From an optimization exercise on the open Yosys and OpenROAD flow, aimed at small area, a short achievable clock period and few clock cycles per item; shortcuts taken in it are not production practice. No run shown here included a check of the RTL's function; only the layout flow was run.

## flow/design.v (module list and top-level ports; edited modules follow where they fit)
// module systolic_array: 2255 lines
module systolic_array #(
    parameter DATAWIDTH = 16,
    parameter N_SIZE = 4
) (
    input clk, rst_n,
    input valid_in,
    input [N_SIZE*DATAWIDTH-1:0] matrix_a_in,  
    input [N_SIZE*DATAWIDTH-1:0] matrix_b_in,  
    output reg valid_out,
    output [N_SIZE*DATAWIDTH*2-1:0] matrix_out  
);
  // ...
==> flow/flow/run.sh <==
#!/bin/bash
# Layout flow: the standard ORFS flow (standard.sh) with three changes:
#  - after the standard synthesis, flow/fixpol.py removes most of the inverters that
#    Yosys' full-adder extraction leaves between full adders (each full adder may be used
#    in its inverted form, since FA(~a,~b,~c) = ~FA(a,b,c)); registers are not touched;
#  - the repair steps aim for a larger setup slack margin, so that the paths end well
#    below the 10 ns clock period; the SDC and the period are the standard flow's own;
#  - port buffers are buf_2, and the clock tree uses larger sink clusters.
set -euo pipefail
R=orfs/results/sky130hd/systolic_array/base
ARGS="SETUP_SLACK_MARGIN=6.7 CORE_UTILIZATION=65 CTS_CLUSTER_SIZE=30 CTS_CLUSTER_DIAMETER=60"
bash standard.sh synth > standard_synth.log 2>&1
cp $R/1_2_yosys.v $R/1_2_yosys.standard.v
python3 flow/fixpol.py $R/1_2_yosys.standard.v $R/1_2_yosys.v > fixpol.log 2>&1
bash standard.sh $ARGS BUFFER_PORTS_ARGS='-buffer_cell sky130_fd_sc_hd__buf_2' CTS_ARGS='-sink_clustering_enable -repair_clock_nets -sink_clustering_size 15 -sink_clustering_max_diameter 60 -sink_clustering_buffer sky130_fd_sc_hd__clkbuf_8' finish > standard_flow.log 2>&1
==> flow/flow/fixpol.py <==
#!/usr/bin/env python3
"""Remove inverters around full adders in a sky130hd gate netlist.

A full adder is self-dual: FA(~a, ~b, ~c) = (~sum, ~carry).  Yosys' extract_fa leaves many
inverters between full adders; this script picks, for each full adder, whether to use it
as is or in its inverted form (all inputs and both outputs inverted) so that as few
inverters as possible are needed, and rewrites the netlist.  Only inverters and full
adders change (and xor2/xnor2 cells may swap with each other); registers are untouched.

usage: fixpol.py in.v out.v
"""
import random
import re
import sys
from collections import defaultdict

OUTPINS = {'X', 'Y', 'Q', 'Q_N', 'SUM', 'COUT', 'HI', 'LO'}
P = 'sky130_fd_sc_hd__'
# cells that can be replaced by their complement: new type, output pin renames
SWAP = {
    'xnor2_1': ('xor2_1', {'Y': 'X'}), 'xor2_1': ('xnor2_1', {'X': 'Y'}),
    'nand2_1': ('and2_1', {'Y': 'X'}), 'and2_1': ('nand2_1', {'X': 'Y'}),
    'nor2_1': ('or2_1', {'Y': 'X'}), 'or2_1': ('nor2_1', {'X': 'Y'}),
}


def parse(txt):
    cells = []
    for m in re.finditer(r'^(\s*)(sky130_fd_sc_hd__\w+)\s+(\S+)\s*\((.*?)\);\n', txt, re.S | re.M):
        typ, name, body = m.group(2), m.group(3), m.group(4)
        pins = [(p, n.strip()) for p, n in re.findall(r'\.(\w+)\(([^()]*)\)', body)]
        cells.append({'typ': typ, 'name': name, 'pins': pins, 'span': m.span()})
    return cells


def esc(n):
    return n + ' ' if n.startswith('\\') else n


def norm(n):
    # escaped identifiers keep their trailing space in the text; compare stripped
    return n.strip()


def main():
    src, dst = sys.argv[1], sys.argv[2]
    txt = open(src).read()
    cells = parse(txt)
    drv = {}
    loads = defaultdict(list)
    for ci, c in enumerate(cells):
        for p, n in c['pins']:
            if p in OUTPINS:
                drv[n] = (ci, p)
            else:
                loads[n].append((ci, p))
    ports = set()
    for m in re.finditer(r'^\s*(?:input|output)\s+(?:\[[^\]]*\]\s*)?(\S+);', txt, re.M):
        ports.add(m.group(1))

    assigned = set()
    for m in re.finditer(r'^\s*assign\s+(.*?);', txt, re.M | re.S):
        for t in re.findall(r'(\\\S+|[A-Za-z_][\w$]*(?:\s*\[\d+\])?)', m.group(1)):
            assigned.add(t.strip())
            assigned.add(t.strip().split('[')[0].strip())

    def frozen_net(n):
        return n in assigned or n.split('[')[0].strip() in assigned

    def is_fa(ci):
        return cells[ci]['typ'] in (P + 'fa_1', P + 'fa_2', P + 'fa_4')

    def is_inv(ci):
        return cells[ci]['typ'] in (P + 'inv_1', P + 'inv_2')

    def port_net(n):
        base = n.lstrip('\\').split('[')[0].strip()
        return base in ports

    # inverters we may remove: input not driven by an inverter, output not a port and
    # not driving an inverter
    removable = set()
    for ci, c in enumerate(cells):
        if not is_inv(ci):
            continue
        pins = dict(c['pins'])
        a, y = pins['A'], pins['Y']
        if a in drv and is_inv(drv[a][0]):
            continue
        if port_net(y) or port_net(a) or not loads[y] or frozen_net(y) or frozen_net(a):
            continue
        if any(is_inv(l[0]) for l in loads[y]):
            continue
        removable.add(ci)

    # sources: nets that feed removable inverters or full adders
    # each load pin: (cell, pin) wants value V(src) ^ w
    want = defaultdict(list)      # src net -> list of [cell, pin, w]
    for ci, c in enumerate(cells):
        if ci in removable:
            continue
        for p, n in c['pins']:
            if p in OUTPINS:
                continue
            if n in drv and drv[n][0] in removable:
                a = dict(cells[drv[n][0]]['pins'])['A']
                want[a].append([ci, p, 1])
            elif n in drv and is_fa(drv[n][0]):
                want[n].append([ci, p, 0])
            elif is_fa(ci):
                want[n].append([ci, p, 0])
    fas = [ci for ci in range(len(cells)) if is_fa(ci)
           and not any(p in OUTPINS and (port_net(n) or frozen_net(n)) for p, n in cells[ci]['pins'])]
    flip = {ci: 0 for ci in fas}

    def phi(n):
        d = drv.get(n)
        if d and d[0] in flip:
            return flip[d[0]]
        return 0

    def swappable(n):
        d = drv.get(n)
        if not d:
            return False
        t = cells[d[0]]['typ']
        if len(loads[n]) != len(want[n]) or port_net(n) or frozen_net(n):
            return False
        return t[len(P):] in SWAP

    def net_cost(n):
        ph = phi(n)
        need = [(w ^ flip.get(ci, 0) ^ ph) for ci, p, w in want[n]]
        if not any(need):
            return 0
        if all(need) and swappable(n):
            return 0
        return 1

    touch = defaultdict(set)
    for n, lst in want.items():
        d = drv.get(n)
        if d and d[0] in flip:
            touch[d[0]].add(n)
        for ci, p, w in lst:
            if ci in flip:
                touch[ci].add(n)

    base = sum(net_cost(n) for n in want)
    cur = base
    rng = random.Random(1)
    best = dict(flip)
    bestc = cur
    for rnd in range(60):
        improved = True
        while improved:
            improved = False
            order = list(fas)
            rng.shuffle(order)
            for v in order:
                nets = touch[v]
                before = sum(net_cost(n) for n in nets)
                flip[v] ^= 1
                after = sum(net_cost(n) for n in nets)
                if after < before:
                    cur += after - before
                    improved = True
                else:
                    flip[v] ^= 1
        if cur < bestc:
            bestc = cur
            best = dict(flip)
        # perturb
        flip = dict(best)
        cur = bestc
        for v in rng.sample(fas, max(1, len(fas) // 20)):
            nets = touch[v]
            before = sum(net_cost(n) for n in nets)
            flip[v] ^= 1
            cur += sum(net_cost(n) for n in nets) - before
    flip = best
    sys.stderr.write("fixpol: inverters on adder nets %d -> %d (%d full adders flipped)\n"
                     % (base, bestc, sum(flip.values())))

    # rewrite
    newpins = {ci: list(c['pins']) for ci, c in enumerate(cells)}
    newtyp = {ci: c['typ'] for ci, c in enumerate(cells)}
    added = []
    k = 0
    for n, lst in want.items():
        ph = phi(n)
        need = [(w ^ flip.get(ci, 0) ^ ph) for ci, p, w in lst]
        target = {}
        if any(need) and all(need) and swappable(n):
            d = drv[n][0]
            t = newtyp[d]
            nt, ren = SWAP[t[len(P):]]
            newtyp[d] = P + nt
            newpins[d] = [(ren.get(pp, pp), nn_) for pp, nn_ in newpins[d]]
            for (ci, p, w) in lst:
                target[(ci, p)] = n
        elif any(need):
            nn = 'fixpol_n%d' % k
            added.append((k, n, nn))
            k += 1
            for (ci, p, w), q in zip(lst, need):
                target[(ci, p)] = nn if q else n
        else:
            for (ci, p, w) in lst:
                target[(ci, p)] = n
        for (ci, p), t in target.items():
            newpins[ci] = [(pp, t if pp == p else nn_) for pp, nn_ in newpins[ci]]
    # flipped full adders keep their pins (inputs were rewired above); their outputs now
    # carry the inverted values, which the loads above account for
    out = []
    pos = 0
    for ci, c in enumerate(cells):
        s, e = c['span']
        out.append(txt[pos:s])
        pos = e
        if ci in removable:
            continue
        indent = re.match(r'\s*', txt[s:e]).group(0)
        body = ",\n".join("%s  .%s(%s)" % (indent.strip('\n'), p, esc(n)) for p, n in newpins[ci])
        out.append("%s%s %s (\n%s\n%s);\n" % (indent, newtyp[ci], c['name'], body, indent.strip('\n')))
    rest = txt[pos:]
    decl = "".join("  wire %s;\n" % nn for _, _, nn in added)
    insts = "".join("  %sinv_1 fixpol_inv%d (\n    .A(%s),\n    .Y(%s)\n  );\n" % (P, i, esc(n), nn)
                    for i, n, nn in added)
    rest = rest.replace("endmodule", insts + "endmodule", 1)
    res = "".join(out) + rest
    # declare the new wires after the module's port list
    m = re.search(r'\);\n', res)
    res = res[:m.end()] + decl + res[m.end():]
    open(dst, 'w').write(res)


if __name__ == '__main__':
    main()
==> flow/standard.sh <==
#!/bin/bash
# synth_recipe.tcl (not shown) runs the flow's synth.tcl, then flattens the netlist and writes it again
# the make line also repeats each setting of config.mk as NAME=value (left out here)
make -C /OpenROAD-flow-scripts/flow DESIGN_CONFIG=/design/flow/config.mk WORK_HOME=/design/flow/orfs CLKGATE_MAP_FILE= SYNTH_SCRIPT=/design/flow/synth_recipe.tcl "${@:-finish}"
==> flow/config.mk <==
export PLATFORM = sky130hd
export DESIGN_NAME = systolic_array
export DESIGN_NICKNAME = systolic_array
export VERILOG_FILES = /design/flow/design.v
export SDC_FILE = /design/flow/constraint.sdc
export NUM_CORES = 8
export LEC_CHECK = 0
export CAP_MARGIN = 20
export CORE_MARGIN = 2
export CORE_UTILIZATION = 40
export SLEW_MARGIN = 20
==> flow/constraint.sdc <==
create_clock -name core_clock -period 10.0 [get_ports {clk}]
set_input_delay 2.0000 -clock core_clock [delete_from_list [all_inputs] [get_ports {clk}]]
set_output_delay 2.0000 -clock core_clock [all_outputs]
set_load 0.01 [all_outputs]
==> key figures, run 1 <==
Final layout
  – Most frequent cells in the layout: dfxtp_1, fa_1, xnor2_1
  – Fillers: 5557
  – Footprint of the multi-input gates: 30500 µm²
  – Multi-In Gates: 3018

STA
  – Setup TNS: 0 ns
  – RSZ-0062 raised after global routing: true
  – Worst slew margin: 34.1%
  – Clock Skew: 0.0317 ns

Global route
  – Largest net degree at the start of global routing: 69
  – Busiest metal layer after global routing: met2
  – First-pass GRT wire length: 211000 µm

Worst setup path
  – Startpoint Class: register
  – RR Startpoint: pc3[0]
  – Slowest CP cell: dfxtp_4

Floorplan
  – Total die area: 81500 µm²

Routing
  – DRT Wirelength: 142000 µm
  – Drt wl/cell: 25.2 µm
  – Final ANT Viol Nets: 0
  – Wire length on met2: 62700 µm

Flow run
  – Max Cap Viol: 0

Placement
  – Final GP Congestion: 0.921

Logic synthesis
  – Syn nets: 5301

Status
  – Result of the run: finished clean
==> run 2, diff against run 1 <==
--- a/flow/design.v
+++ b/flow/design.v
@@ -83,6 +83,28 @@
         btwo[7] <= (ax[15] & ~ax[14] & ~ax[13]) | (~ax[15] & ax[14] & ax[13]);
         btop <= ax[15];
     end
+    reg [7:0] bnegn, bonen, btwon;
+    reg btopn;
+    always @(posedge clk) begin
+        bnegn <= ~{ax[15], ax[13], ax[11], ax[9], ax[7], ax[5], ax[3], ax[1]};
+        bonen[0] <= ~(ax[0] ^ 1'b0);
+        btwon[0] <= ~((ax[1] & ~ax[0] & ~1'b0) | (~ax[1] & ax[0] & 1'b0));
+        bonen[1] <= ~(ax[2] ^ ax[1]);
+        btwon[1] <= ~((ax[3] & ~ax[2] & ~ax[1]) | (~ax[3] & ax[2] & ax[1]));
+        bonen[2] <= ~(ax[4] ^ ax[3]);
+        btwon[2] <= ~((ax[5] & ~ax[4] & ~ax[3]) | (~ax[5] & ax[4] & ax[3]));
+        bonen[3] <= ~(ax[6] ^ ax[5]);
+        btwon[3] <= ~((ax[7] & ~ax[6] & ~ax[5]) | (~ax[7] & ax[6] & ax[5]));
+        bonen[4] <= ~(ax[8] ^ ax[7]);
+        btwon[4] <= ~((ax[9] & ~ax[8] & ~ax[7]) | (~ax[9] & ax[8] & ax[7]));
+        bonen[5] <= ~(ax[10] ^ ax[9]);
+        btwon[5] <= ~((ax[11] & ~ax[10] & ~ax[9]) | (~ax[11] & ax[10] & ax[9]));
+        bonen[6] <= ~(ax[12] ^ ax[11]);
+        btwon[6] <= ~((ax[13] & ~ax[12] & ~ax[11]) | (~ax[13] & ax[12] & ax[11]));
+        bonen[7] <= ~(ax[14] ^ ax[13]);
+        btwon[7] <= ~((ax[15] & ~ax[14] & ~ax[13]) | (~ax[15] & ax[14] & ax[13]));
+        btopn <= ~ax[15];
+    end
     wire [15:0] b0 = rb0[0 +: 16];
     wire [16:0] b0x = {1'b0, b0};
     wire [16:0] b0y = {b0, 1'b0};
@@ -1170,15 +1192,15 @@
     wire [15:0] b2 = rb0[32 +: 16];
     wire [16:0] b2x = {1'b0, b2};
     wire [16:0] b2y = {b2, 1'b0};
-    wire [16:0] pp2_0 = ((bone[0] ? b2x : 17'd0) | (btwo[0] ? b2y : 17'd0)) ^ {17{bneg[0]}};
-    wire [16:0] pp2_1 = ((bone[1] ? b2x : 17'd0) | (btwo[1] ? b2y : 17'd0)) ^ {17{bneg[1]}};
-    wire [16:0] pp2_2 = ((bone[2] ? b2x : 17'd0) | (btwo[2] ? b2y : 17'd0)) ^ {17{bneg[2]}};
-    wire [16:0] pp2_3 = ((bone[3] ? b2x : 17'd0) | (btwo[3] ? b2y : 17'd0)) ^ {17{bneg[3]}};
-    wire [16:0] pp2_4 = ((bone[4] ? b2x : 17'd0) | (btwo[4] ? b2y : 17'd0)) ^ {17{bneg[4]}};
-    wire [16:0] pp2_5 = ((bone[5] ? b2x : 17'd0) | (btwo[5] ? b2y : 17'd0)) ^ {17{bneg[5]}};
-    wire [16:0] pp2_6 = ((bone[6] ? b2x : 17'd0) | (btwo[6] ? b2y : 17'd0)) ^ {17{bneg[6]}};
-    wire [16:0] pp2_7 = ((bone[7] ? b2x : 17'd0) | (btwo[7] ? b2y : 17'd0)) ^ {17{bneg[7]}};
-    wire [15:0] pp2_8 = btop ? b2 : 16'd0;
+    wire [16:0] pp2_0 = ((~bonen[0] ? b2x : 17'd0) | (~btwon[0] ? b2y : 17'd0)) ^ {17{~bnegn[0]}};
+    wire [16:0] pp2_1 = ((~bonen[1] ? b2x : 17'd0) | (~btwon[1] ? b2y : 17'd0)) ^ {17{~bnegn[1]}};
+    wire [16:0] pp2_2 = ((~bonen[2] ? b2x : 17'd0) | (~btwon[2] ? b2y : 17'd0)) ^ {17{~bnegn[2]}};
+    wire [16:0] pp2_3 = ((~bonen[3] ? b2x : 17'd0) | (~btwon[3] ? b2y : 17'd0)) ^ {17{~bnegn[3]}};
+    wire [16:0] pp2_4 = ((~bonen[4] ? b2x : 17'd0) | (~btwon[4] ? b2y : 17'd0)) ^ {17{~bnegn[4]}};
+    wire [16:0] pp2_5 = ((~bonen[5] ? b2x : 17'd0) | (~btwon[5] ? b2y : 17'd0)) ^ {17{~bnegn[5]}};
+    wire [16:0] pp2_6 = ((~bonen[6] ? b2x : 17'd0) | (~btwon[6] ? b2y : 17'd0)) ^ {17{~bnegn[6]}};
+    wire [16:0] pp2_7 = ((~bonen[7] ? b2x : 17'd0) | (~btwon[7] ? b2y : 17'd0)) ^ {17{~bnegn[7]}};
+    wire [15:0] pp2_8 = ~btopn ? b2 : 16'd0;
     wire m2_s0;
     wire m2_c1;
     wire m2_s2;
@@ -1461,20 +1483,20 @@
     assign m2_c27 = (pp2_3[10] & pp2_4[8]) | (pp2_3[10] & pp2_5[6]) | (pp2_4[8] & pp2_5[6]);
     assign m2_s28 = pp2_6[4] ^ pp2_7[2] ^ pp2_8[0];
     assign m2_c29 = (pp2_6[4] & pp2_7[2]) | (pp2_6[4] & pp2_8[0]) | (pp2_7[2] & pp2_8[0]);
-    assign m2_s30 = bneg[0] ^ pp2_1[15] ^ pp2_2[13];
-    assign m2_c31 = (bneg[0] & pp2_1[15]) | (bneg[0] & pp2_2[13]) | (pp2_1[15] & pp2_2[13]);
+    assign m2_s30 = ~bnegn[0] ^ pp2_1[15] ^ pp2_2[13];
+    assign m2_c31 = (~bnegn[0] & pp2_1[15]) | (~bnegn[0] & pp2_2[13]) | (pp2_1[15] & pp2_2[13]);
     assign m2_s32 = pp2_3[11] ^ pp2_4[9] ^ pp2_5[7];
     assign m2_c33 = (pp2_3[11] & pp2_4[9]) | (pp2_3[11] & pp2_5[7]) | (pp2_4[9] & pp2_5[7]);
     assign m2_s34 = pp2_6[5] ^ pp2_7[3] ^ pp2_8[1];
     assign m2_c35 = (pp2_6[5] & pp2_7[3]) | (pp2_6[5] & pp2_8[1]) | (pp2_7[3] & pp2_8[1]);
-    assign m2_s36 = bneg[0] ^ pp2_1[16] ^ pp2_2[14];
-    assign m2_c37 = (bneg[0] & pp2_1[16]) | (bneg[0] & pp2_2[14]) | (pp2_1[16] & pp2_2[14]);
+    assign m2_s36 = ~bnegn[0] ^ pp2_1[16] ^ pp2_2[14];
+    assign m2_c37 = (~bnegn[0] & pp2_1[16]) | (~bnegn[0] & pp2_2[14]) | (pp2_1[16] & pp2_2[14]);
     assign m2_s38 = pp2_3[12] ^ pp2_4[10] ^ pp2_5[8];
     assign m2_c39 = (pp2_3[12] & pp2_4[10]) | (pp2_3[12] & pp2_5[8]) | (pp2_4[10] & pp2_5[8]);
     assign m2_s40 = pp2_6[6] ^ pp2_7[4] ^ pp2_8[2];
     assign m2_c41 = (pp2_6[6] & pp2_7[4]) | (pp2_6[6] & pp2_8[2]) | (pp2_7[4] & pp2_8[2]);
-    assign m2_s42 = ~bneg[0] ^ ~bneg[1] ^ pp2_2[15];
-    assign m2_c43 = (~bneg[0] & ~bneg[1]) | (~bneg[0] & pp2_2[15]) | (~bneg[1] & pp2_2[15]);
+    assign m2_s42 = bnegn[0] ^ bnegn[1] ^ pp2_2[15];
+    assign m2_c43 = (bnegn[0] & bnegn[1]) | (bnegn[0] & pp2_2[15]) | (bnegn[1] & pp2_2[15]);
     assign m2_s44 = pp2_3[13] ^ pp2_4[11] ^ pp2_5[9];
     assign m2_c45 = (pp2_3[13] & pp2_4[11]) | (pp2_3[13] & pp2_5[9]) | (pp2_4[11] & pp2_5[9]);
     assign m2_s46 = pp2_6[7] ^ pp2_7[5] ^ pp2_8[3];
@@ -1483,14 +1505,14 @@
     assign m2_c49 = (pp2_2[16] & pp2_3[14]) | (pp2_2[16] & pp2_4[12]) | (pp2_3[14] & pp2_4[12]);
     assign m2_s50 = pp2_5[10] ^ pp2_6[8] ^ pp2_7[6];
     assign m2_c51 = (pp2_5[10] & pp2_6[8]) | (pp2_5[10] & pp2_7[6]) | (pp2_6[8] & pp2_7[6]);
-    assign m2_s52 = ~bneg[2] ^ pp2_3[15] ^ pp2_4[13];
-    assign m2_c53 = (~bneg[2] & pp2_3[15]) | (~bneg[2] & pp2_4[13]) | (pp2_3[15] & pp2_4[13]);
+    assign m2_s52 = bnegn[2] ^ pp2_3[15] ^ pp2_4[13];
+    assign m2_c53 = (bnegn[2] & pp2_3[15]) | (bnegn[2] & pp2_4[13]) | (pp2_3[15] & pp2_4[13]);
     assign m2_s54 = pp2_5[11] ^ pp2_6[9];
     assign m2_c55 = pp2_5[11] & pp2_6[9];
     assign m2_s56 = pp2_3[16] ^ pp2_4[14] ^ pp2_5[12];
     assign m2_c57 = (pp2_3[16] & pp2_4[14]) | (pp2_3[16] & pp2_5[12]) | (pp2_4[14] & pp2_5[12]);
-    assign m2_s58 = ~bneg[3] ^ pp2_4[15];
-    assign m2_c59 = ~bneg[3] & pp2_4[15];
+    assign m2_s58 = bnegn[3] ^ pp2_4[15];
+    assign m2_c59 = bnegn[3] & pp2_4[15];
     assign m2_s60 = pp2_0[6] ^ pp2_1[4];
     assign m2_c61 = pp2_0[6] & pp2_1[4];
     assign m2_s62 = pp2_0[7] ^ pp2_1[5];
@@ -1505,22 +1527,22 @@
     assign m2_c71 = pp2_3[3] & pp2_4[1];
     assign m2_s72 = pp2_2[6] ^ pp2_3[4] ^ pp2_4[2];
     assign m2_c73 = (pp2_2[6] & pp2_3[4]) | (pp2_2[6] & pp2_4[2]) | (pp2_3[4] & pp2_4[2]);
-    assign m2_s74 = pp2_5[0] ^ bneg[5] ^ m2_s0;
-    assign m2_c75 = (pp2_5[0] & bneg[5]) | (pp2_5[0] & m2_s0) | (bneg[5] & m2_s0);
+    assign m2_s74 = pp2_5[0] ^ ~bnegn[5] ^ m2_s0;
+    assign m2_c75 = (pp2_5[0] & ~bnegn[5]) | (pp2_5[0] & m2_s0) | (~bnegn[5] & m2_s0);
     assign m2_s76 = pp2_2[7] ^ pp2_3[5] ^ pp2_4[3];
     assign m2_c77 = (pp2_2[7] & pp2_3[5]) | (pp2_2[7] & pp2_4[3]) | (pp2_3[5] & pp2_4[3]);
     assign m2_s78 = pp2_5[1] ^ m2_c1 ^ m2_s2;
     assign m2_c79 = (pp2_5[1] & m2_c1) | (pp2_5[1] & m2_s2) | (m2_c1 & m2_s2);
-    assign m2_s80 = pp2_5[2] ^ pp2_6[0] ^ bneg[6];
-    assign m2_c81 = (pp2_5[2] & pp2_6[0]) | (pp2_5[2] & bneg[6]) | (pp2_6[0] & bneg[6]);
+    assign m2_s80 = pp2_5[2] ^ pp2_6[0] ^ ~bnegn[6];
+    assign m2_c81 = (pp2_5[2] & pp2_6[0]) | (pp2_5[2] & ~bnegn[6]) | (pp2_6[0] & ~bnegn[6]);
     assign m2_s82 = m2_c3 ^ m2_s4 ^ m2_s6;
     assign m2_c83 = (m2_c3 & m2_s4) | (m2_c3 & m2_s6) | (m2_s4 & m2_s6);
     assign m2_s84 = pp2_5[3] ^ pp2_6[1] ^ m2_c5;
     assign m2_c85 = (pp2_5[3] & pp2_6[1]) | (pp2_5[3] & m2_c5) | (pp2_6[1] & m2_c5);
     assign m2_s86 = m2_c7 ^ m2_s8 ^ m2_s10;
     assign m2_c87 = (m2_c7 & m2_s8) | (m2_c7 & m2_s10) | (m2_s8 & m2_s10);
-    assign m2_s88 = bneg[7] ^ m2_c9 ^ m2_c11;
-    assign m2_c89 = (bneg[7] & m2_c9) | (bneg[7] & m2_c11) | (m2_c9 & m2_c11);
+    assign m2_s88 = ~bnegn[7] ^ m2_c9 ^ m2_c11;
+    assign m2_c89 = (~bnegn[7] & m2_c9) | (~bnegn[7] & m2_c11) | (m2_c9 & m2_c11);
     assign m2_s90 = m2_s12 ^ m2_s14 ^ m2_s16;
     assign m2_c91 = (m2_s12 & m2_s14) | (m2_s12 & m2_s16) | (m2_s14 & m2_s16);
     assign m2_s92 = m2_c13 ^ m2_c15 ^ m2_c17;
@@ -1563,24 +1585,24 @@
     assign m2_c129 = (pp2_4[16] & pp2_5[14]) | (pp2_4[16] & pp2_6[12]) | (pp2_5[14] & pp2_6[12]);
     assign m2_s130 = pp2_7[10] ^ pp2_8[8] ^ m2_c59;
     assign m2_c131 = (pp2_7[10] & pp2_8[8]) | (pp2_7[10] & m2_c59) | (pp2_8[8] & m2_c59);
-    assign m2_s132 = ~bneg[4] ^ pp2_5[15] ^ pp2_6[13];
-    assign m2_c133 = (~bneg[4] & pp2_5[15]) | (~bneg[4] & pp2_6[13]) | (pp2_5[15] & pp2_6[13]);
+    assign m2_s132 = bnegn[4] ^ pp2_5[15] ^ pp2_6[13];
+    assign m2_c133 = (bnegn[4] & pp2_5[15]) | (bnegn[4] & pp2_6[13]) | (pp2_5[15] & pp2_6[13]);
     assign m2_s134 = pp2_7[11] ^ pp2_8[9];
     assign m2_c135 = pp2_7[11] & pp2_8[9];
     assign m2_s136 = pp2_5[16] ^ pp2_6[14] ^ pp2_7[12];
     assign m2_c137 = (pp2_5[16] & pp2_6[14]) | (pp2_5[16] & pp2_7[12]) | (pp2_6[14] & pp2_7[12]);
-    assign m2_s138 = ~bneg[5] ^ pp2_6[15];
-    assign m2_c139 = ~bneg[5] & pp2_6[15];
+    assign m2_s138 = bnegn[5] ^ pp2_6[15];
+    assign m2_c139 = bnegn[5] & pp2_6[15];
     assign m2_s140 = pp2_0[4] ^ pp2_1[2];
     assign m2_c141 = pp2_0[4] & pp2_1[2];
     assign m2_s142 = pp2_0[5] ^ pp2_1[3];
     assign m2_c143 = pp2_0[5] & pp2_1[3];
-    assign m2_s144 = pp2_2[2] ^ pp2_3[0] ^ bneg[3];
-    assign m2_c145 = (pp2_2[2] & pp2_3[0]) | (pp2_2[2] & bneg[3]) | (pp2_3[0] & bneg[3]);
+    assign m2_s144 = pp2_2[2] ^ pp2_3[0] ^ ~bnegn[3];
+    assign m2_c145 = (pp2_2[2] & pp2_3[0]) | (pp2_2[2] & ~bnegn[3]) | (pp2_3[0] & ~bnegn[3]);
     assign m2_s146 = pp2_2[3] ^ pp2_3[1] ^ m2_c61;
     assign m2_c147 = (pp2_2[3] & pp2_3[1]) | (pp2_2[3] & m2_c61) | (pp2_3[1] & m2_c61);
-    assign m2_s148 = bneg[4] ^ m2_c63 ^ m2_s64;
-    assign m2_c149 = (bneg[4] & m2_c63) | (bneg[4] & m2_s64) | (m2_c63 & m2_s64);
+    assign m2_s148 = ~bnegn[4] ^ m2_c63 ^ m2_s64;
+    assign m2_c149 = (~bnegn[4] & m2_c63) | (~bnegn[4] & m2_s64) | (m2_c63 & m2_s64);
     assign m2_s150 = m2_c65 ^ m2_c67 ^ m2_s68;
     assign m2_c151 = (m2_c65 & m2_c67) | (m2_c65 & m2_s68) | (m2_c67 & m2_s68);
     assign m2_s152 = m2_c69 ^ m2_c71 ^ m2_s72;
@@ -1621,14 +1643,14 @@
     assign m2_c187 = (pp2_7[13] & pp2_8[11]) | (pp2_7[13] & m2_c137) | (pp2_8[11] & m2_c137);
     assign m2_s188 = pp2_6[16] ^ pp2_7[14] ^ pp2_8[12];
     assign m2_c189 = (pp2_6[16] & pp2_7[14]) | (pp2_6[16] & pp2_8[12]) | (pp2_7[14] & pp2_8[12]);
-    assign m2_s190 = ~bneg[6] ^ pp2_7[15];
-    assign m2_c191 = ~bneg[6] & pp2_7[15];
+    assign m2_s190 = bnegn[6] ^ pp2_7[15];
+    assign m2_c191 = bnegn[6] & pp2_7[15];
     assign m2_s192 = pp2_0[2] ^ pp2_1[0];
     assign m2_c193 = pp2_0[2] & pp2_1[0];
     assign m2_s194 = pp2_0[3] ^ pp2_1[1];
     assign m2_c195 = pp2_0[3] & pp2_1[1];
-    assign m2_s196 = pp2_2[0] ^ bneg[2] ^ m2_s140;
-    assign m2_c197 = (pp2_2[0] & bneg[2]) | (pp2_2[0] & m2_s140) | (bneg[2] & m2_s140);
+    assign m2_s196 = pp2_2[0] ^ ~bnegn[2] ^ m2_s140;
+    assign m2_c197 = (pp2_2[0] & ~bnegn[2]) | (pp2_2[0] & m2_s140) | (~bnegn[2] & m2_s140);
     assign m2_s198 = pp2_2[1] ^ m2_c141 ^ m2_s142;
     assign m2_c199 = (pp2_2[1] & m2_c141) | (pp2_2[1] & m2_s142) | (m2_c141 & m2_s142);
     assign m2_s200 = m2_s60 ^ m2_c143 ^ m2_s144;
@@ -1681,10 +1703,10 @@
     assign m2_c247 = (pp2_8[13] & m2_c189) | (pp2_8[13] & m2_s190) | (m2_c189 & m2_s190);
     assign m2_s248 = pp2_7[16] ^ pp2_8[14] ^ m2_c191;
     assign m2_c249 = (pp2_7[16] & pp2_8[14]) | (pp2_7[16] & m2_c191) | (pp2_8[14] & m2_c191);
-    assign m2_s250 = ~bneg[7] ^ pp2_8[15];
-    assign m2_c251 = ~bneg[7] & pp2_8[15];
-    wire [31:0] t2s = {m2_c249, m2_c247, m2_c245, m2_c243, m2_c241, m2_c239, m2_c237, m2_c235, m2_c233, m2_c231, m2_c229, m2_c227, m2_c225, m2_c223, m2_c221, m2_c219, m2_c217, m2_c215, m2_c213, m2_c211, m2_c209, m2_c207, m2_c205, m2_c203, m2_c201, m2_c199, m2_c197, m2_c195, m2_c193, bneg[1], pp2_0[1], pp2_0[0]};
-    wire [31:0] t2c = {m2_s250, m2_s248, m2_s246, m2_s244, m2_s242, m2_s240, m2_s238, m2_s236, m2_s234, m2_s232, m2_s230, m2_s228, m2_s226, m2_s224, m2_s222, m2_s220, m2_s218, m2_s216, m2_s214, m2_s212, m2_s210, m2_s208, m2_s206, m2_s204, m2_s202, m2_s200, m2_s198, m2_s196, m2_s194, m2_s192, 1'b0, bneg[0]};
+    assign m2_s250 = bnegn[7] ^ pp2_8[15];
+    assign m2_c251 = bnegn[7] & pp2_8[15];
+    wire [31:0] t2s = {m2_c249, m2_c247, m2_c245, m2_c243, m2_c241, m2_c239, m2_c237, m2_c235, m2_c233, m2_c231, m2_c229, m2_c227, m2_c225, m2_c223, m2_c221, m2_c219, m2_c217, m2_c215, m2_c213, m2_c211, m2_c209, m2_c207, m2_c205, m2_c203, m2_c201, m2_c199, m2_c197, m2_c195, m2_c193, ~bnegn[1], pp2_0[1], pp2_0[0]};
+    wire [31:0] t2c = {m2_s250, m2_s248, m2_s246, m2_s244, m2_s242, m2_s240, m2_s238, m2_s236, m2_s234, m2_s232, m2_s230, m2_s228, m2_s226, m2_s224, m2_s222, m2_s220, m2_s218, m2_s216, m2_s214, m2_s212, m2_s210, m2_s208, m2_s206, m2_s204, m2_s202, m2_s200, m2_s198, m2_s196, m2_s194, m2_s192, 1'b0, ~bnegn[0]};
     reg [31:0] ps2, pc2, acc2;
     reg [31:0] out2;
     wire [31:0] cs2 = acc2 ^ ps2 ^ pc2;
@@ -1712,15 +1734,15 @@
     wire [15:0] b3 = rb0[48 +: 16];
     wire [16:0] b3x = {1'b0, b3};
     wire [16:0] b3y = {b3, 1'b0};
-    wire [16:0] pp3_0 = ((bone[0] ? b3x : 17'd0) | (btwo[0] ? b3y : 17'd0)) ^ {17{bneg[0]}};
-    wire [16:0] pp3_1 = ((bone[1] ? b3x : 17'd0) | (btwo[1] ? b3y : 17'd0)) ^ {17{bneg[1]}};
-    wire [16:0] pp3_2 = ((bone[2] ? b3x : 17'd0) | (btwo[2] ? b3y : 17'd0)) ^ {17{bneg[2]}};
-    wire [16:0] pp3_3 = ((bone[3] ? b3x : 17'd0) | (btwo[3] ? b3y : 17'd0)) ^ {17{bneg[3]}};
-    wire [16:0] pp3_4 = ((bone[4] ? b3x : 17'd0) | (btwo[4] ? b3y : 17'd0)) ^ {17{bneg[4]}};
-    wire [16:0] pp3_5 = ((bone[5] ? b3x : 17'd0) | (btwo[5] ? b3y : 17'd0)) ^ {17{bneg[5]}};
-    wire [16:0] pp3_6 = ((bone[6] ? b3x : 17'd0) | (btwo[6] ? b3y : 17'd0)) ^ {17{bneg[6]}};
-    wire [16:0] pp3_7 = ((bone[7] ? b3x : 17'd0) | (btwo[7] ? b3y : 17'd0)) ^ {17{bneg[7]}};
-    wire [15:0] pp3_8 = btop ? b3 : 16'd0;
+    wire [16:0] pp3_0 = ((~bonen[0] ? b3x : 17'd0) | (~btwon[0] ? b3y : 17'd0)) ^ {17{~bnegn[0]}};
+    wire [16:0] pp3_1 = ((~bonen[1] ? b3x : 17'd0) | (~btwon[1] ? b3y : 17'd0)) ^ {17{~bnegn[1]}};
+    wire [16:0] pp3_2 = ((~bonen[2] ? b3x : 17'd0) | (~btwon[2] ? b3y : 17'd0)) ^ {17{~bnegn[2]}};
+    wire [16:0] pp3_3 = ((~bonen[3] ? b3x : 17'd0) | (~btwon[3] ? b3y : 17'd0)) ^ {17{~bnegn[3]}};
+    wire [16:0] pp3_4 = ((~bonen[4] ? b3x : 17'd0) | (~btwon[4] ? b3y : 17'd0)) ^ {17{~bnegn[4]}};
+    wire [16:0] pp3_5 = ((~bonen[5] ? b3x : 17'd0) | (~btwon[5] ? b3y : 17'd0)) ^ {17{~bnegn[5]}};
+    wire [16:0] pp3_6 = ((~bonen[6] ? b3x : 17'd0) | (~btwon[6] ? b3y : 17'd0)) ^ {17{~bnegn[6]}};
+    wire [16:0] pp3_7 = ((~bonen[7] ? b3x : 17'd0) | (~btwon[7] ? b3y : 17'd0)) ^ {17{~bnegn[7]}};
+    wire [15:0] pp3_8 = ~btopn ? b3 : 16'd0;
     wire m3_s0;
     wire m3_c1;
     wire m3_s2;
@@ -2003,20 +2025,20 @@
     assign m3_c27 = (pp3_3[10] & pp3_4[8]) | (pp3_3[10] & pp3_5[6]) | (pp3_4[8] & pp3_5[6]);
     assign m3_s28 = pp3_6[4] ^ pp3_7[2] ^ pp3_8[0];
     assign m3_c29 = (pp3_6[4] & pp3_7[2]) | (pp3_6[4] & pp3_8[0]) | (pp3_7[2] & pp3_8[0]);
-    assign m3_s30 = bneg[0] ^ pp3_1[15] ^ pp3_2[13];
-    assign m3_c31 = (bneg[0] & pp3_1[15]) | (bneg[0] & pp3_2[13]) | (pp3_1[15] & pp3_2[13]);
+    assign m3_s30 = ~bnegn[0] ^ pp3_1[15] ^ pp3_2[13];
+    assign m3_c31 = (~bnegn[0] & pp3_1[15]) | (~bnegn[0] & pp3_2[13]) | (pp3_1[15] & pp3_2[13]);
     assign m3_s32 = pp3_3[11] ^ pp3_4[9] ^ pp3_5[7];
     assign m3_c33 = (pp3_3[11] & pp3_4[9]) | (pp3_3[11] & pp3_5[7]) | (pp3_4[9] & pp3_5[7]);
     assign m3_s34 = pp3_6[5] ^ pp3_7[3] ^ pp3_8[1];
     assign m3_c35 = (pp3_6[5] & pp3_7[3]) | (pp3_6[5] & pp3_8[1]) | (pp3_7[3] & pp3_8[1]);
-    assign m3_s36 = bneg[0] ^ pp3_1[16] ^ pp3_2[14];
-    assign m3_c37 = (bneg[0] & pp3_1[16]) | (bneg[0] & pp3_2[14]) | (pp3_1[16] & pp3_2[14]);
+    assign m3_s36 = ~bnegn[0] ^ pp3_1[16] ^ pp3_2[14];
+    assign m3_c37 = (~bnegn[0] & pp3_1[16]) | (~bnegn[0] & pp3_2[14]) | (pp3_1[16] & pp3_2[14]);
     assign m3_s38 = pp3_3[12] ^ pp3_4[10] ^ pp3_5[8];
     assign m3_c39 = (pp3_3[12] & pp3_4[10]) | (pp3_3[12] & pp3_5[8]) | (pp3_4[10] & pp3_5[8]);
     assign m3_s40 = pp3_6[6] ^ pp3_7[4] ^ pp3_8[2];
     assign m3_c41 = (pp3_6[6] & pp3_7[4]) | (pp3_6[6] & pp3_8[2]) | (pp3_7[4] & pp3_8[2]);
-    assign m3_s42 = ~bneg[0] ^ ~bneg[1] ^ pp3_2[15];
-    assign m3_c43 = (~bneg[0] & ~bneg[1]) | (~bneg[0] & pp3_2[15]) | (~bneg[1] & pp3_2[15]);
+    assign m3_s42 = bnegn[0] ^ bnegn[1] ^ pp3_2[15];
+    assign m3_c43 = (bnegn[0] & bnegn[1]) | (bnegn[0] & pp3_2[15]) | (bnegn[1] & pp3_2[15]);
     assign m3_s44 = pp3_3[13] ^ pp3_4[11] ^ pp3_5[9];
     assign m3_c45 = (pp3_3[13] & pp3_4[11]) | (pp3_3[13] & pp3_5[9]) | (pp3_4[11] & pp3_5[9]);
     assign m3_s46 = pp3_6[7] ^ pp3_7[5] ^ pp3_8[3];
@@ -2025,14 +2047,14 @@
     assign m3_c49 = (pp3_2[16] & pp3_3[14]) | (pp3_2[16] & pp3_4[12]) | (pp3_3[14] & pp3_4[12]);
     assign m3_s50 = pp3_5[10] ^ pp3_6[8] ^ pp3_7[6];
     assign m3_c51 = (pp3_5[10] & pp3_6[8]) | (pp3_5[10] & pp3_7[6]) | (pp3_6[8] & pp3_7[6]);
-    assign m3_s52 = ~bneg[2] ^ pp3_3[15] ^ pp3_4[13];
-    assign m3_c53 = (~bneg[2] & pp3_3[15]) | (~bneg[2] & pp3_4[13]) | (pp3_3[15] & pp3_4[13]);
+    assign m3_s52 = bnegn[2] ^ pp3_3[15] ^ pp3_4[13];
+    assign m3_c53 = (bnegn[2] & pp3_3[15]) | (bnegn[2] & pp3_4[13]) | (pp3_3[15] & pp3_4[13]);
     assign m3_s54 = pp3_5[11] ^ pp3_6[9];
     assign m3_c55 = pp3_5[11] & pp3_6[9];
     assign m3_s56 = pp3_3[16] ^ pp3_4[14] ^ pp3_5[12];
     assign m3_c57 = (pp3_3[16] & pp3_4[14]) | (pp3_3[16] & pp3_5[12]) | (pp3_4[14] & pp3_5[12]);
-    assign m3_s58 = ~bneg[3] ^ pp3_4[15];
-    assign m3_c59 = ~bneg[3] & pp3_4[15];
+    assign m3_s58 = bnegn[3] ^ pp3_4[15];
+    assign m3_c59 = bnegn[3] & pp3_4[15];
     assign m3_s60 = pp3_0[6] ^ pp3_1[4];
     assign m3_c61 = pp3_0[6] & pp3_1[4];
     assign m3_s62 = pp3_0[7] ^ pp3_1[5];
@@ -2047,22 +2069,22 @@
     assign m3_c71 = pp3_3[3] & pp3_4[1];
     assign m3_s72 = pp3_2[6] ^ pp3_3[4] ^ pp3_4[2];
     assign m3_c73 = (pp3_2[6] & pp3_3[4]) | (pp3_2[6] & pp3_4[2]) | (pp3_3[4] & pp3_4[2]);
-    assign m3_s74 = pp3_5[0] ^ bneg[5] ^ m3_s0;
-    assign m3_c75 = (pp3_5[0] & bneg[5]) | (pp3_5[0] & m3_s0) | (bneg[5] & m3_s0);
+    assign m3_s74 = pp3_5[0] ^ ~bnegn[5] ^ m3_s0;
+    assign m3_c75 = (pp3_5[0] & ~bnegn[5]) | (pp3_5[0] & m3_s0) | (~bnegn[5] & m3_s0);
     assign m3_s76 = pp3_2[7] ^ pp3_3[5] ^ pp3_4[3];
     assign m3_c77 = (pp3_2[7] & pp3_3[5]) | (pp3_2[7] & pp3_4[3]) | (pp3_3[5] & pp3_4[3]);
     assign m3_s78 = pp3_5[1] ^ m3_c1 ^ m3_s2;
     assign m3_c79 = (pp3_5[1] & m3_c1) | (pp3_5[1] & m3_s2) | (m3_c1 & m3_s2);
-    assign m3_s80 = pp3_5[2] ^ pp3_6[0] ^ bneg[6];
-    assign m3_c81 = (pp3_5[2] & pp3_6[0]) | (pp3_5[2] & bneg[6]) | (pp3_6[0] & bneg[6]);
+    assign m3_s80 = pp3_5[2] ^ pp3_6[0] ^ ~bnegn[6];
+    assign m3_c81 = (pp3_5[2] & pp3_6[0]) | (pp3_5[2] & ~bnegn[6]) | (pp3_6[0] & ~bnegn[6]);
     assign m3_s82 = m3_c3 ^ m3_s4 ^ m3_s6;
     assign m3_c83 = (m3_c3 & m3_s4) | (m3_c3 & m3_s6) | (m3_s4 & m3_s6);
     assign m3_s84 = pp3_5[3] ^ pp3_6[1] ^ m3_c5;
     assign m3_c85 = (pp3_5[3] & pp3_6[1]) | (pp3_5[3] & m3_c5) | (pp3_6[1] & m3_c5);
     assign m3_s86 = m3_c7 ^ m3_s8 ^ m3_s10;
     assign m3_c87 = (m3_c7 & m3_s8) | (m3_c7 & m3_s10) | (m3_s8 & m3_s10);
-    assign m3_s88 = bneg[7] ^ m3_c9 ^ m3_c11;
-    assign m3_c89 = (bneg[7] & m3_c9) | (bneg[7] & m3_c11) | (m3_c9 & m3_c11);
+    assign m3_s88 = ~bnegn[7] ^ m3_c9 ^ m3_c11;
+    assign m3_c89 = (~bnegn[7] & m3_c9) | (~bnegn[7] & m3_c11) | (m3_c9 & m3_c11);
     assign m3_s90 = m3_s12 ^ m3_s14 ^ m3_s16;
     assign m3_c91 = (m3_s12 & m3_s14) | (m3_s12 & m3_s16) | (m3_s14 & m3_s16);
     assign m3_s92 = m3_c13 ^ m3_c15 ^ m3_c17;
@@ -2105,24 +2127,24 @@
     assign m3_c129 = (pp3_4[16] & pp3_5[14]) | (pp3_4[16] & pp3_6[12]) | (pp3_5[14] & pp3_6[12]);
     assign m3_s130 = pp3_7[10] ^ pp3_8[8] ^ m3_c59;
     assign m3_c131 = (pp3_7[10] & pp3_8[8]) | (pp3_7[10] & m3_c59) | (pp3_8[8] & m3_c59);
-    assign m3_s132 = ~bneg[4] ^ pp3_5[15] ^ pp3_6[13];
-    assign m3_c133 = (~bneg[4] & pp3_5[15]) | (~bneg[4] & pp3_6[13]) | (pp3_5[15] & pp3_6[13]);
+    assign m3_s132 = bnegn[4] ^ pp3_5[15] ^ pp3_6[13];
+    assign m3_c133 = (bnegn[4] & pp3_5[15]) | (bnegn[4] & pp3_6[13]) | (pp3_5[15] & pp3_6[13]);
     assign m3_s134 = pp3_7[11] ^ pp3_8[9];
     assign m3_c135 = pp3_7[11] & pp3_8[9];
     assign m3_s136 = pp3_5[16] ^ pp3_6[14] ^ pp3_7[12];
     assign m3_c137 = (pp3_5[16] & pp3_6[14]) | (pp3_5[16] & pp3_7[12]) | (pp3_6[14] & pp3_7[12]);
-    assign m3_s138 = ~bneg[5] ^ pp3_6[15];
-    assign m3_c139 = ~bneg[5] & pp3_6[15];
+    assign m3_s138 = bnegn[5] ^ pp3_6[15];
+    assign m3_c139 = bnegn[5] & pp3_6[15];
     assign m3_s140 = pp3_0[4] ^ pp3_1[2];
     assign m3_c141 = pp3_0[4] & pp3_1[2];
     assign m3_s142 = pp3_0[5] ^ pp3_1[3];
     assign m3_c143 = pp3_0[5] & pp3_1[3];
-    assign m3_s144 = pp3_2[2] ^ pp3_3[0] ^ bneg[3];
-    assign m3_c145 = (pp3_2[2] & pp3_3[0]) | (pp3_2[2] & bneg[3]) | (pp3_3[0] & bneg[3]);
+    assign m3_s144 = pp3_2[2] ^ pp3_3[0] ^ ~bnegn[3];
+    assign m3_c145 = (pp3_2[2] & pp3_3[0]) | (pp3_2[2] & ~bnegn[3]) | (pp3_3[0] & ~bnegn[3]);
     assign m3_s146 = pp3_2[3] ^ pp3_3[1] ^ m3_c61;
     assign m3_c147 = (pp3_2[3] & pp3_3[1]) | (pp3_2[3] & m3_c61) | (pp3_3[1] & m3_c61);
-    assign m3_s148 = bneg[4] ^ m3_c63 ^ m3_s64;
-    assign m3_c149 = (bneg[4] & m3_c63) | (bneg[4] & m3_s64) | (m3_c63 & m3_s64);
+    assign m3_s148 = ~bnegn[4] ^ m3_c63 ^ m3_s64;
+    assign m3_c149 = (~bnegn[4] & m3_c63) | (~bnegn[4] & m3_s64) | (m3_c63 & m3_s64);
     assign m3_s150 = m3_c65 ^ m3_c67 ^ m3_s68;
     assign m3_c151 = (m3_c65 & m3_c67) | (m3_c65 & m3_s68) | (m3_c67 & m3_s68);
     assign m3_s152 = m3_c69 ^ m3_c71 ^ m3_s72;
@@ -2163,14 +2185,14 @@
     assign m3_c187 = (pp3_7[13] & pp3_8[11]) | (pp3_7[13] & m3_c137) | (pp3_8[11] & m3_c137);
     assign m3_s188 = pp3_6[16] ^ pp3_7[14] ^ pp3_8[12];
     assign m3_c189 = (pp3_6[16] & pp3_7[14]) | (pp3_6[16] & pp3_8[12]) | (pp3_7[14] & pp3_8[12]);
-    assign m3_s190 = ~bneg[6] ^ pp3_7[15];
-    assign m3_c191 = ~bneg[6] & pp3_7[15];
+    assign m3_s190 = bnegn[6] ^ pp3_7[15];
+    assign m3_c191 = bnegn[6] & pp3_7[15];
     assign m3_s192 = pp3_0[2] ^ pp3_1[0];
     assign m3_c193 = pp3_0[2] & pp3_1[0];
     assign m3_s194 = pp3_0[3] ^ pp3_1[1];
     assign m3_c195 = pp3_0[3] & pp3_1[1];
-    assign m3_s196 = pp3_2[0] ^ bneg[2] ^ m3_s140;
-    assign m3_c197 = (pp3_2[0] & bneg[2]) | (pp3_2[0] & m3_s140) | (bneg[2] & m3_s140);
+    assign m3_s196 = pp3_2[0] ^ ~bnegn[2] ^ m3_s140;
+    assign m3_c197 = (pp3_2[0] & ~bnegn[2]) | (pp3_2[0] & m3_s140) | (~bnegn[2] & m3_s140);
     assign m3_s198 = pp3_2[1] ^ m3_c141 ^ m3_s142;
     assign m3_c199 = (pp3_2[1] & m3_c141) | (pp3_2[1] & m3_s142) | (m3_c141 & m3_s142);
     assign m3_s200 = m3_s60 ^ m3_c143 ^ m3_s144;
@@ -2223,10 +2245,10 @@
     assign m3_c247 = (pp3_8[13] & m3_c189) | (pp3_8[13] & m3_s190) | (m3_c189 & m3_s190);
     assign m3_s248 = pp3_7[16] ^ pp3_8[14] ^ m3_c191;
     assign m3_c249 = (pp3_7[16] & pp3_8[14]) | (pp3_7[16] & m3_c191) | (pp3_8[14] & m3_c191);
-    assign m3_s250 = ~bneg[7] ^ pp3_8[15];
-    assign m3_c251 = ~bneg[7] & pp3_8[15];
-    wire [31:0] t3s = {m3_c249, m3_c247, m3_c245, m3_c243, m3_c241, m3_c239, m3_c237, m3_c235, m3_c233, m3_c231, m3_c229, m3_c227, m3_c225, m3_c223, m3_c221, m3_c219, m3_c217, m3_c215, m3_c213, m3_c211, m3_c209, m3_c207, m3_c205, m3_c203, m3_c201, m3_c199, m3_c197, m3_c195, m3_c193, bneg[1], pp3_0[1], pp3_0[0]};
-    wire [31:0] t3c = {m3_s250, m3_s248, m3_s246, m3_s244, m3_s242, m3_s240, m3_s238, m3_s236, m3_s234, m3_s232, m3_s230, m3_s228, m3_s226, m3_s224, m3_s222, m3_s220, m3_s218, m3_s216, m3_s214, m3_s212, m3_s210, m3_s208, m3_s206, m3_s204, m3_s202, m3_s200, m3_s198, m3_s196, m3_s194, m3_s192, 1'b0, bneg[0]};
+    assign m3_s250 = bnegn[7] ^ pp3_8[15];
+    assign m3_c251 = bnegn[7] & pp3_8[15];
+    wire [31:0] t3s = {m3_c249, m3_c247, m3_c245, m3_c243, m3_c241, m3_c239, m3_c237, m3_c235, m3_c233, m3_c231, m3_c229, m3_c227, m3_c225, m3_c223, m3_c221, m3_c219, m3_c217, m3_c215, m3_c213, m3_c211, m3_c209, m3_c207, m3_c205, m3_c203, m3_c201, m3_c199, m3_c197, m3_c195, m3_c193, ~bnegn[1], pp3_0[1], pp3_0[0]};
+    wire [31:0] t3c = {m3_s250, m3_s248, m3_s246, m3_s244, m3_s242, m3_s240, m3_s238, m3_s236, m3_s234, m3_s232, m3_s230, m3_s228, m3_s226, m3_s224, m3_s222, m3_s220, m3_s218, m3_s216, m3_s214, m3_s212, m3_s210, m3_s208, m3_s206, m3_s204, m3_s202, m3_s200, m3_s198, m3_s196, m3_s194, m3_s192, 1'b0, ~bnegn[0]};
     reg [31:0] ps3, pc3, acc3;
     reg [31:0] out3;
     wire [31:0] cs3 = acc3 ^ ps3 ^ pc3;
--- a/flow/flow/run.sh
+++ b/flow/flow/run.sh
@@ -12,4 +12,4 @@
 bash standard.sh synth > standard_synth.log 2>&1
 cp $R/1_2_yosys.v $R/1_2_yosys.standard.v
 python3 flow/fixpol.py $R/1_2_yosys.standard.v $R/1_2_yosys.v > fixpol.log 2>&1
-bash standard.sh $ARGS BUFFER_PORTS_ARGS='-buffer_cell sky130_fd_sc_hd__buf_2' CTS_ARGS='-sink_clustering_enable -repair_clock_nets -sink_clustering_size 15 -sink_clustering_max_diameter 60 -sink_clustering_buffer sky130_fd_sc_hd__clkbuf_8' finish > standard_flow.log 2>&1
+bash standard.sh $ARGS BUFFER_PORTS_ARGS='-buffer_cell sky130_fd_sc_hd__buf_2' finish > standard_flow.log 2>&1
==> run 2 against run 1 <==
Compared with the run above:
- routed wire length shrank 2.7%
- clock skew grew 0.014 ns
- first-iteration DRC count grew 14%
- critical path depth shrank 3
- via count grew 1.0%
- cell area grew 2.1%
- synthesized cell count grew 1.8%
- flip-flop and latch count grew 26
- die area grew 1.1%
- setup slack gained 0.070 ns
- critical endpoint is now out3[28]
- highest routed layer unchanged
==> key figures, run 2 <==
Status
  – Result of the run: finished clean (unchanged)

STA
  – Setup ws final: 6.72 ns (was 6.65 ns)
  – Fmax: 305 MHz (was 299 MHz)
  – Clock Skew: 0.0454 ns (was 0.0317 ns)
  – Endpoints failing hold: 0 (unchanged)
  – RSZ-0062 raised after global routing: true (unchanged)
  – Fin crit period: 3.28 ns (was 3.35 ns)
  – Fin crit share: 32.8% (was 33.5%)
  – Slew Limit Fails: 0 (unchanged)
  – Setup TNS: 0 ns (unchanged)
  – Worst-Margin Slew: 0.939 ns (was 0.989 ns)
  – Hold Slack: 0.324 ns (was 0.312 ns)
  – Worst slew margin: 37.4% (was 34.1%)
  – Final setup fails: 0 (unchanged)

Logic synthesis
  – Mapped Area: 52100 µm² (was 51500 µm²)
  – Syn. warnings: 1 (unchanged)
  – Syn Area/Cell: 11.5 µm² (was 11.6 µm²)
  – Syn nets: 5380 (was 5301)
  – Post-synthesis instance total: 4513 (was 4434)

Worst setup path
  – Buffers and inverters on the worst path: 0 (was 2)
  – Kind of critical path: reg2reg (unchanged)
  – CP cell instances: fa_1 > ha_1 > a211oi_1 > o21bai_1 > a221o_2 > a41oi_4 > nor4_1 > nor2_1 > xnor2_1 (was buf_12 > fa_2 > ha_4 > fa_2 > inv_2 > nor2b_1 > o31a_1 > o21ai_2 > a31oi_4 > a2111oi_4 > a211o_1 > mux2_2)
  – RR Startpoint: ps2[2] (was pc3[0])
  – CP startpoint: ps2[2] (was pc3[0])
  – Slowest CP cell: fa_1 (was dfxtp_4)
  – Startpoint Class: register (unchanged)
  – CP delay by family, top: compound AO/OA/AOI/OAI gates (unchanged)
  – Crit path arrival time: 3.80 ns (was 3.89 ns)
  – Worst Path Required: 10.52 ns (was 10.55 ns)
  – CP endpoint kind: register (unchanged)
  – Crit path max fanout: 4 (was 5)
  – Crit path largest cell delay: 0.58 ns (was 0.42 ns)

Final layout
  – Share of cells above drive strength 1: 18.8% (was 17.6%)
  – Design area: 58300 µm² (was 57100 µm²)
  – Synth-to-layout area growth: 12.0% (was 10.9%)
  – Most frequent cells in the layout: dfxtp_1, fa_1, xnor2_1 (unchanged)
  – Fillers: 5583 (was 5557)
  – ANT cells: 0 (was 5)
  – Commonest non-fill, non-tap cell in the layout: dfxtp_1 (unchanged)
  – Utilization after layout: 73.7% (was 72.5%)
  – Layout Nets: 5506 (was 5419)
  – Layout Cells excl Fill: 5742 (was 5647)

Floorplan
  – Row cnt: 103 (unchanged)
  – Initial core utilization: 65.8% (was 65.4%)
  – Total die area: 82400 µm² (was 81500 µm²)
  – Die height: 287 µm (was 285 µm)
  – I/O pin count: 260 (unchanged)
  – Chip width: 287 µm (was 285 µm)
  – Core ar.: 79100 µm² (was 78700 µm²)

Routing
  – Vias per cell: 6.21 (was 6.25)
  – Drt wl/cell: 24.1 µm (was 25.2 µm)
  – DRT Wirelength: 139000 µm (was 142000 µm)
  – Initial DRT Pass Iterations: 6 (unchanged)
  – Drc violations: 0 (unchanged)
  – 1st-iter DRT viols: 3980 (was 3499)
  – Vias: 35.7k (was 35.3k)
  – Final ANT Viol Nets: 0 (unchanged)

CTS
  – Later-pin clock latency in the skew report: 0.67 ns (was 0.65 ns)
  – CTS clk-pin slew, worst paths: 0.10 ns (was 0.09 ns)
  – Clock Tree Buf Depth: 3 (unchanged)
  – TritonCTS Sinks: 1008 (was 982)
  – CTS root buf: clkbuf_16 (unchanged)
  – H-Tree Depth: 3 (unchanged)
  – CTS Buf Count: 71 (was 86)
  – CTS tree: yes (unchanged)
  – Hold_buf cts: 0 (unchanged)

Global route
  – Total track usage: 32.9% (was 33.8%)
  – Largest net degree at the start of global routing: 73 (was 69)
  – GRT Residual Overflow: 0 (unchanged)
  – Vias in the first global route: 35.6k (was 36.2k)
  – First-pass GRT wire length: 208000 µm (was 211000 µm)
  – Initial antenna violation count: 9 (was 18)

Placement
  – Placed Area: 53700 µm² (was 53100 µm²)
  – Final HPWL from detailed placement: 92600 µm (was 86000 µm)
  – Port Buffers: 259 (unchanged)
  – Final GP Congestion: 0.940 (was 0.921)
  – Dpl cells: 5526 (was 5424)
  – Pre-CTS WS: 5.76 ns (was 5.17 ns)

Flow run
  – Max Cap Viol: 0 (unchanged)

Hold path
  – Min-Delay Startpoint: ra3_2[14] (was ra3_2[5])
  – Hold Path Class: reg2reg (unchanged)
==> run 2: repair_timing <==
item                                    in CTS  in global routing
resized for setup                          157                143
gates cloned                                 0                  5
pin swaps                                   13                 26
endpoints found under the setup margin     200                153
hold endpoints to repair                     0                  0
setup buffers                               53                 32
==> run 2: final timing paths <==
| check | to | slack [ns] | cells after the start |
|---|---|---|---|
| worst min register to register | ra3_3[14] | 0.32 | 0 |
| worst min-delay path | ra3_3[14] | 0.32 | 0 |
| max in group asynchronous | ld | 8.61 | 1 |
| min in group asynchronous | cnt[0] | 1.15 | 1 |
| worst max-delay path | out3[28] | 6.72 | 9 |
| worst max register to register | out3[28] | 6.72 | 9 |
==> run 2: final cells by class <==
cell class | instances | area (µm²) | share of cell area, %
clock buffers | 80 | 1870 | 3.21
clock inverters | 46 | 682 | 1.17
inverters | 138 | 659 | 1.13
multi-input cells | 3031 | 30700 | 52.6
flip-flops and latches | 1008 | 20400 | 35.0
well taps | 1050 | 1310 | 2.25
repair buffers | 386 | 2700 | 4.63
repair inverters | 3 | 22.5 | 0.0386
==> run 2: per-layer routing <==
layer / global-route usage [%] / vias to the layer above / part of all wire [%] / wire length, µm
li1: - / 15600 / - / -
met1: 49.5 / 17600 / 44 / 60500
met5: 0 / - / 0.071 / 99
met4: 8.57 / 16 / 2.6 / 3590
met3: 11.0 / 299 / 13 / 18200
met2: 45.5 / 2104 / 41 / 56200

[port drivers added, routing unchanged]
In the flow no input, the clock included, has a driving cell. The finished layouts below were timed again as built, in two steps. Step 1 (the two cells are an assumption about what drives the block):
set clk [get_ports {clk}]
set_driving_cell -lib_cell sky130_fd_sc_hd__clkbuf_16 $clk
set_driving_cell -lib_cell sky130_fd_sc_hd__buf_2 [delete_from_list [all_inputs] $clk]
Step 2, shift: input delay + t, output delay - t, t = (earliest + latest rising clock arrival at the registers) / 2. This alone moves slack from input paths to output paths. a / b / c = ideal / step 1 / step 2; a / b = the first two.
run | t (ns) | slack for setup (ns) | latest minus earliest clock arrival (ns)
run 1 | 0.710 | 6.655 / 6.655 / 6.655 | 0.034 / 0.033
run 2 | 0.722 | 6.725 / 6.670 / 6.602 | 0.049 / 0.049
After both steps every run listed still meets setup and hold. For run 2, which loses most, drivers alone change the setup slack by -0.055 ns; drivers and shift together by -0.123 ns.
